This is an optimization exercise on Yosys and OpenROAD, whose aim is small area, a short achievable clock period and few clock cycles per item, not a production implementation. The RTL was checked by simulation tests, not by an equivalence proof against the original design.

==> flow/design.v, too long to show whole: its modules and the start of the top module <==
// module fpu_multiply: 953 lines
// module fast_power: 113 lines
module fast_power (
    input             clk,
    input             rst,
    input             start,
    input      [31:0] base,
    input      [31:0] exponent,
    output     [31:0] result,
    output reg        done
);
  // ...
==> flow/run.sh <==
#!/bin/bash
# synth_recipe.tcl (not shown) runs the flow's synth.tcl, then flattens the netlist and writes it again
# the make line also repeats each setting of config.mk as NAME=value (left out here)
make -C /OpenROAD-flow-scripts/flow DESIGN_CONFIG=/design/flow/config.mk WORK_HOME=/design/flow/orfs CLKGATE_MAP_FILE= SYNTH_SCRIPT=/design/flow/synth_recipe.tcl finish
==> flow/config.mk <==
export PLATFORM = sky130hd
export DESIGN_NAME = fast_power
export DESIGN_NICKNAME = fast_power
export VERILOG_FILES = /design/flow/design.v
export SDC_FILE = /design/flow/constraint.sdc
export NUM_CORES = 4
export LEC_CHECK = 0
export ABC_AREA = 1
export CAP_MARGIN = 60
export CORE_MARGIN = 2
export CORE_UTILIZATION = 40
export SLEW_MARGIN = 60
==> flow/constraint.sdc <==
create_clock -name core_clock -period 24.0 [get_ports {clk}]
set_input_delay 4.8000 -clock core_clock [delete_from_list [all_inputs] [get_ports {clk}]]
set_output_delay 4.8000 -clock core_clock [all_outputs]
set_load 0.01 [all_outputs]
==> qor.yml, run 1 <==
run_status:
  outcome: "timing/DRC/antenna clean"
setup_path:
  reg2reg_slack_ns: 15.31
  startpoint_type: "flip-flop"
  critPathCaptureType: "flip-flop"
  r2r_cells: 31
  critPathTopFamily: "adder cells"
yosys:
  synth_cell_types: 48
  syn_area_per_cell_um2: 7.70
  synth-compound-area-share: 0.167
  yosysWarnings: 1
  yosys.area.top_type: "fa_1"
  synth_top_family_by_area: "adder cells"
  synth_flop_cell: "edfxtp_1"
  synth-seq-cells: 102
  yosys.area.top_type_share: 0.230
  synth-xor-area-share: 0.124
  synthAdderAreaFrac: 0.295
  synth-edff-count: 100
floorplan:
  n_tap_cell: 680
  start_util: 0.406
cts:
  clk_latency_ns: 0.36
  clock_path_buffers: 2
final_layout:
  nets: 3148
  multi_input_area_share: 0.682
  num-nonclk-buffers: 167
  n_fill_cell: 5240
  final_area_um2: 23100
  regArea_um2: 3040
  seq_share: 0.132
  mostFrequentLayoutCells: "nand2_1 (450), inv_1 (425), xor2_1 (278)"
  syn_to_final_growth_pct: 10.1
route:
  vias_per_cell: 5.96
  top_layer: "met4"
timing:
  fin_crit_ns: 8.69
  rsz0062_at_grt: "false"
  period_share: 0.362
  setup_slack_ns: 15.31
min_path:
  hold_depth: 2
Testbench counts, summed over its fixed seeds: cycles 59,928, items 2,400.
==> run 2, diff against run 1 <==
--- a/flow/config.mk
+++ b/flow/config.mk
@@ -7,6 +7,6 @@
 export LEC_CHECK = 0
 export ABC_AREA = 1
-export CAP_MARGIN = 60
+export CAP_MARGIN = 85
 export CORE_MARGIN = 2
 export CORE_UTILIZATION = 40
-export SLEW_MARGIN = 60
+export SLEW_MARGIN = 85
==> run 2 against run 1 <==
  * Flip-flop and latch count stayed put
  * Critical path depth is 8 higher
  * Hold slack better by 0.0013 ns
  * Wire length is 5.9% higher
  * Worst setup slack worse by 1.0 ns
  * First-iteration DRC count is 4.0% higher
  * Register-to-register slack worse by 1.0 ns
  * Synthesized cell count stayed put
  * Global-route usage is 1.5 points higher
  * Sequential share of layout area is 3.1 points lower
==> qor.yml, run 2 <==
placement:
  port_buffers: 99
  place_inst: 3591
  gp_congestion: 0.991
  dp_hpwl_um: 70200
final_layout:
  reg_top3: "e (32), b_f (23), r_f (23)"
  diodes: 0
  drive_above_1_share: 0.295
  mostFrequentLayoutCells: "nand2_1 (427), inv_1 (410), fa_1 (239)"
  syn_to_final_growth_pct: 44.7
  fin_cells: 3634
  largest_register_ffs: 32
  final_common_cell: "nand2_1"
  nets: 3365  # +6.9%
  top_register: "e"
route:
  drt-wirelength-per-cell_um: 24.3
  postRouteWirelength_um: 88400
  vias_per_cell: 5.92  # -0.59%
  route.detailed.drc: 0
  drtPass1Iterations: 6
  vias: 21500
  drtAntennaViolNets: 0
  drtIter0Drc: 2441
timing:
  worst_pin_slew_ns: 0.268
  hold_viol: 0
  setup_tns_ns: 0
  setup_viol_count_final: 0
  rsz0062_at_grt: "false"
  finalClockSkew_ns: 0.00868
  maxSlewViolCount: 0
  fin_crit_ns: 9.73  # +1.04 ns
  whs_ns: 0.550
  period_share: 0.406  # +0.0434
  fmax_mhz: 103
  relSlewSlack: 0.821
setup_path:
  worstSetupStartpoint: "e[0]"
  critPathCaptureType: "flip-flop"
  path_class: "flip-flop to flip-flop"
  path_buf_inv: 17
  startpoint_type: "flip-flop"
  rr_startpoint: "e[0]"
  crit_top_cell: "buf_2"
  cpMaxStageDelayCell: "fa_2"
  cp_max_fo: 21
  worst_ep_required_time_ns: 24.12
  worstPathArrival_ns: 9.85
  slowest_delay_ns: 0.55
  reg2reg_slack_ns: 14.27  # -1.04 ns
  critPathTopFamily: "buffers and inverters"
yosys:
  yosys.area.top_type_share: 0.230  # unchanged
  synth_cells: 2723
  syn-cell-area_um2: 21000
  synth-edff-count: 100  # unchanged
  yosysMostFrequentCell: "nand2_1"
  synth_cell_types: 48  # unchanged
  synthTopCellsByArea: "fa_1 (23%), edfxtp_1 (14%), xor2_1 (12%), nand2_1 (8.1%), inv_1 (7.8%)"
  syn_area_per_cell_um2: 7.70  # unchanged
  synthArstFlopShare: 0
  seq_area_frac_synth: 0.145
  yosys.area.top_type: "fa_1"
  synth_flop_cell: "edfxtp_1"
  synth-seq-cells: 102  # unchanged
  yosysWarnings: 1  # unchanged
  synth_nets: 3139
  synth_commonest_cells: "nand2_1 (452), inv_1 (436), xor2_1 (278)"
cts:
  cts_buffers: 9
  cts_tree: "done"
  clk_latency_ns: 0.37  # about the same
  cts_sinks: 102
  clk_pin_slew_worst_paths_ns: 0.07
  h-tree-depth: 3
  postCtsHoldBufs: 0
  clock_path_buffers: 2  # unchanged
  cts_resized: 0
  clock-root-buffer: "clkbuf_16"
  cts_setup_buffers: 0
global_route:
  grt_pass1_vias: 22200
  antenna_found_initial: 0
  grt_start_max_net_pins: 31
  grt_pass1_wl_um: 133000
  grt-ovfl-total: 0
  track_usage: 0.324
floorplan:
  die_x_um: 233
  row_count: 83
  die_area_um2: 54300
  start_util: 0.406  # unchanged
  io_pins: 100
  die_h_um: 233
  core-area_um2: 51600
min_path:
  hp-class: "flip-flop to flip-flop"
  min_from: "done"
run:
  cap_violations: 0
run_status:
  outcome: "timing/DRC/antenna clean"
[run 2: metal layers]
| layer | part of all wire | vias up | track usage | wire length (um) |
|---|---|---|---|---|
| met5 | 0 | - | 0 | 0 |
| met4 | 0.048 | 0 | 0.129 | 4230 |
| met3 | 0.11 | 295 | 0.0647 | 9530 |
| met2 | 0.47 | 1360 | 0.529 | 41100 |
| met1 | 0.38 | 10500 | 0.420 | 33500 |
| li1 | - | 9361 | - | - |
[run 2: through the flow]
| stage | utilization | setup slack [ns] | area (um^2) |
|---|---|---|---|
| finish | 0.588 | 14.27 | 30300 |
| global route | 0.588 | 13.98 | 30300 |
| global placement | 0.440 | 15.09 | 22700 |
| CTS | 0.551 | 14.52 | 28500 |
| detailed placement | 0.546 | 14.56 | 28200 |
| floorplan | - | 17.04 | 21000 |
[run 2: final timing paths]
path | to | cells after the start
worst max-delay path | r_f[18] | 39
worst min-delay path | done | 2
worst max register to register | r_f[18] | 39
worst min register to register | done | 2
[run 2: cells by family (layout without fill, tap and decap cells)]
logic type               count (synthesis)  in the layout  synth area share
buffers and inverters                  610            841             0.111
AND/OR/NAND/NOR                        779            779             0.156
multiplexers                             3              3           0.00143
XOR/XNOR                               298            298             0.124
flip-flops                             102            102             0.145
adder cells (fa/ha/maj)                349            349             0.295
AO/OA/AOI/OAI                          582            582             0.167
[run 2: tightest hold or removal path, delay by kind of cell, from the launching register on]
kind,cells,cell delay [ns]
AOI/OAI and AO/OA,1,0.12
DFF,1,0.33
and+or+nand+nor,1,0.05
[run 2: area by class of cell]
type                       count  area [um^2]
clock buffer                   9          225
clock inverter                 7         66.3
timing repair buffer         384         4480
tap                          680          851
fill                        4263        21300
multi-input combinational   2011        19900
sequential                   102         3040
inverter                     441         1800
==> run 3, diff against run 2 <==
--- a/flow/config.mk
+++ b/flow/config.mk
@@ -7,6 +7,6 @@
 export LEC_CHECK = 0
 export ABC_AREA = 1
-export CAP_MARGIN = 85
+export CAP_MARGIN = 20
 export CORE_MARGIN = 2
 export CORE_UTILIZATION = 40
-export SLEW_MARGIN = 85
+export SLEW_MARGIN = 20
==> run 3 against run 2 <==
  * Fmax grew 4.7%
  * Wire length shrank 5.6%
  * Still clean on timing, DRC and antenna
  * Non-clock buffer count shrank 223
  * Core utilization shrank 14 points
  * First-iteration DRC count shrank 1.1%
  * Clock skew is essentially flat
==> qor.yml, run 3 <==
timing:
  relSlewSlack: 0.240  # -0.581
  setup_slack_ns: 14.70  # +0.433 ns
  setup_viol_count_final: 0  # unchanged
  setup_tns_ns: 0  # unchanged
  whs_ns: 0.556  # +0.00581 ns
  fin_crit_ns: 9.30  # -0.433 ns
  rsz0062_at_grt: "false"
  hold_viol: 0  # unchanged
  finalClockSkew_ns: 0.00826  # -0.000422 ns
  period_share: 0.387  # -0.0180
  fmax_mhz: 108  # +4.7%
  maxSlewViolCount: 0  # unchanged
  worst_pin_slew_ns: 1.14  # +0.870 ns
final_layout:
  reg_top3: "e (32), b_f (23), r_f (23)"
  diodes: 0  # unchanged
  syn_to_final_growth_pct: 9.85
  nets: 3142  # -6.6%
  largest_register_ffs: 32  # unchanged
  final_area_um2: 23000  # -24%
  final_common_cell: "nand2_1"
  mostFrequentLayoutCells: "nand2_1 (452), inv_1 (435), xor2_1 (278)"
  drive_above_1_share: 0.0498  # -0.245
  top_register: "e"
  fin_util: 0.446  # -0.142
  fin_cells: 3411  # -6.1%
yosys:
  yosys.area.top_type_share: 0.230  # unchanged
  syn_area_per_cell_um2: 7.70  # unchanged
  synthArstFlopShare: 0  # unchanged
  synth-seq-cells: 102  # unchanged
  seq_area_frac_synth: 0.145  # unchanged
  yosysWarnings: 1  # unchanged
  yosysMostFrequentCell: "nand2_1"
  yosys.area.top_type: "fa_1"
  synth_nets: 3139  # unchanged
  synthTopCellsByArea: "fa_1 (23%), edfxtp_1 (14%), xor2_1 (12%), nand2_1 (8.1%), inv_1 (7.8%)"
  synth_cell_types: 48  # unchanged
  synth_cells: 2723  # unchanged
  syn-cell-area_um2: 21000  # unchanged
  synth_flop_cell: "edfxtp_1"
  synth_commonest_cells: "nand2_1 (452), inv_1 (436), xor2_1 (278)"
  synth-edff-count: 100  # unchanged
run:
  cap_violations: 0  # unchanged
placement:
  detailed_place.area_um2: 22700  # -19%
  place_inst: 3394  # -5.5%
  gp_congestion: 0.991  # unchanged
  dp_hpwl_um: 61300  # -13%
  port_buffers: 99  # unchanged
  pre_cts_ws_ns: 14.94  # +0.379 ns
global_route:
  grt-ovfl-total: 0  # unchanged
  antenna_found_initial: 0  # unchanged
  grt_pass1_wl_um: 126000  # -5.5%
  grt_start_max_net_pins: 73  # +140%
  track_usage: 0.309  # -0.0150
  grt_pass1_vias: 20700  # -7.1%
min_path:
  whs_endpoint: "e[22]"
  hp-class: "flip-flop to flip-flop"
  min_from: "e[23]"
  hold_depth: 2  # unchanged
floorplan:
  io_pins: 100  # unchanged
  start_util: 0.406  # unchanged
  row_count: 83  # unchanged
  core-area_um2: 51600  # unchanged
  die_h_um: 233  # unchanged
  die_x_um: 233  # unchanged
  die_area_um2: 54300  # unchanged
setup_path:
  r2r_cells: 32  # -18%
  startpoint_type: "flip-flop"
  path_class: "flip-flop to flip-flop"
  cpMaxStageDelayCell: "o21ai_0"
  critPathCaptureType: "flip-flop"
  reg2reg_slack_ns: 14.70  # +0.43 ns
  slowest_delay_ns: 0.92  # +0.37 ns
  worst_ep_required_time_ns: 24.13  # about the same
  cp_max_fo: 46  # +120%
  worstPathArrival_ns: 9.43  # -0.42 ns
  rr_startpoint: "r_one"
  regToRegEndpoint: "r_l"
cts:
  cts_tree: "done"
  h-tree-depth: 3  # unchanged
  clock_path_buffers: 2  # unchanged
  clk_pin_slew_worst_paths_ns: 0.07  # about the same
  cts_resized: 0  # unchanged
  cts_sinks: 102  # unchanged
  clock-root-buffer: "clkbuf_16"
  clk_latency_ns: 0.36  # about the same
  postCtsHoldBufs: 0  # unchanged
  cts_setup_buffers: 0  # unchanged
  cts_buffers: 9  # unchanged
route:
  vias: 20400  # -5.2%
  vias_per_cell: 5.98  # +1.0%
  postRouteWirelength_um: 83400  # -5.6%
  drtPass1Iterations: 6  # unchanged
  drtAntennaViolNets: 0  # unchanged
  drt-wirelength-per-cell_um: 24.4  # +0.52%
  route.detailed.drc: 0  # unchanged
  drtIter0Drc: 2414  # -1.1%
run_status:
  outcome: "timing/DRC/antenna clean"
==> run 3: cell counts after synthesis <==
No cell type changed its count.
==> run 3: critical path, delay by kind of cell (launching register included) <==
| family | cells | cell delay (ns) |
|---|---|---|
| AO/OA/AOI/OAI | 5 | 1.97 |
| XOR/XNOR | 1 | 0.20 |
| adder cells (fa/ha/maj) | 7 | 2.89 |
| buffers and inverters | 5 | 1.33 |
| flip-flops | 1 | 0.43 |
| AND/OR/NAND/NOR | 14 | 2.22 |
==> run 3: worst max-delay path by stage <==
stage,startpoint,end,slack (ns),depth (start not counted)
after floorplan,r_one,r_l,17.04,34
after global placement,r_one,r_l,15.09,32
after detailed placement,r_one,r_l,14.94,32
after CTS,r_one,r_l,14.89,32
after global routing,r_one,r_l,14.22,32
final,r_one,r_l,14.70,32
==> run 3: layer usage <==
| metal | vias to the layer above | wire length, um | GRT usage |
|---|---|---|---|
| li1 | 8937 | - | - |
| met1 | 10000 | 34100 | 0.407 |
| met2 | 1229 | 37900 | 0.493 |
| met3 | 220 | 8050 | 0.0654 |
| met4 | 0 | 3380 | 0.123 |
| met5 | - | 0 | 0 |
==> run 3: logic make-up after synthesis <==
group / share of synthesized area
adder cells (fa/ha/maj): 0.295
AND/OR/NAND/NOR: 0.156
flip-flops: 0.145
multiplexers: 0.00143
buffers and inverters: 0.111
XOR/XNOR: 0.124
AO/OA/AOI/OAI: 0.167
==> run 3: area by class of cell <==
| cell class | instances | area (um^2) |
|---|---|---|
| Clock buffer | 9 | 225 |
| Clock inverter | 7 | 62.6 |
| Fill cell | 5240 | 28600 |
| Inverter | 441 | 1660 |
| Multi-Input combinational cell | 2011 | 15700 |
| Sequential cell | 102 | 3040 |
| Tap cell | 680 | 851 |
| Timing Repair Buffer | 161 | 1480 |

==> what the ideal ports hide <==
No port has a modelled driver above. Below, the same layouts with a new extraction and two added sets of constraints.
Step 1 assumes that a clkbuf_16 drives the clock port and a buf_2 every other input.
Step 2 moves the port delays by t, midway between the first and last clock arrival at a register: inputs arrive t later, outputs are due t later. That takes back most of the time a late clock gives input paths.
Three values: no drivers, after step 1, after step 2; two values: the first two.
| run | t, ns | setup WS [ns] | slew at the worst register clock pin (ns) | worst slew at a driven data input, ns |
|---|---|---|---|---|
| run 1 | 0.399 | 15.308 / 15.308 / 15.308 | 0.08 / 0.08 | 0.05 |
| run 2 | 0.409 | 14.268 / 14.268 / 14.268 | 0.08 / 0.08 | 0.05 |
| run 3 | 0.402 | 14.701 / 14.701 / 14.701 | 0.08 / 0.08 | 0.06 |
After both steps setup and hold are still met in every run listed.
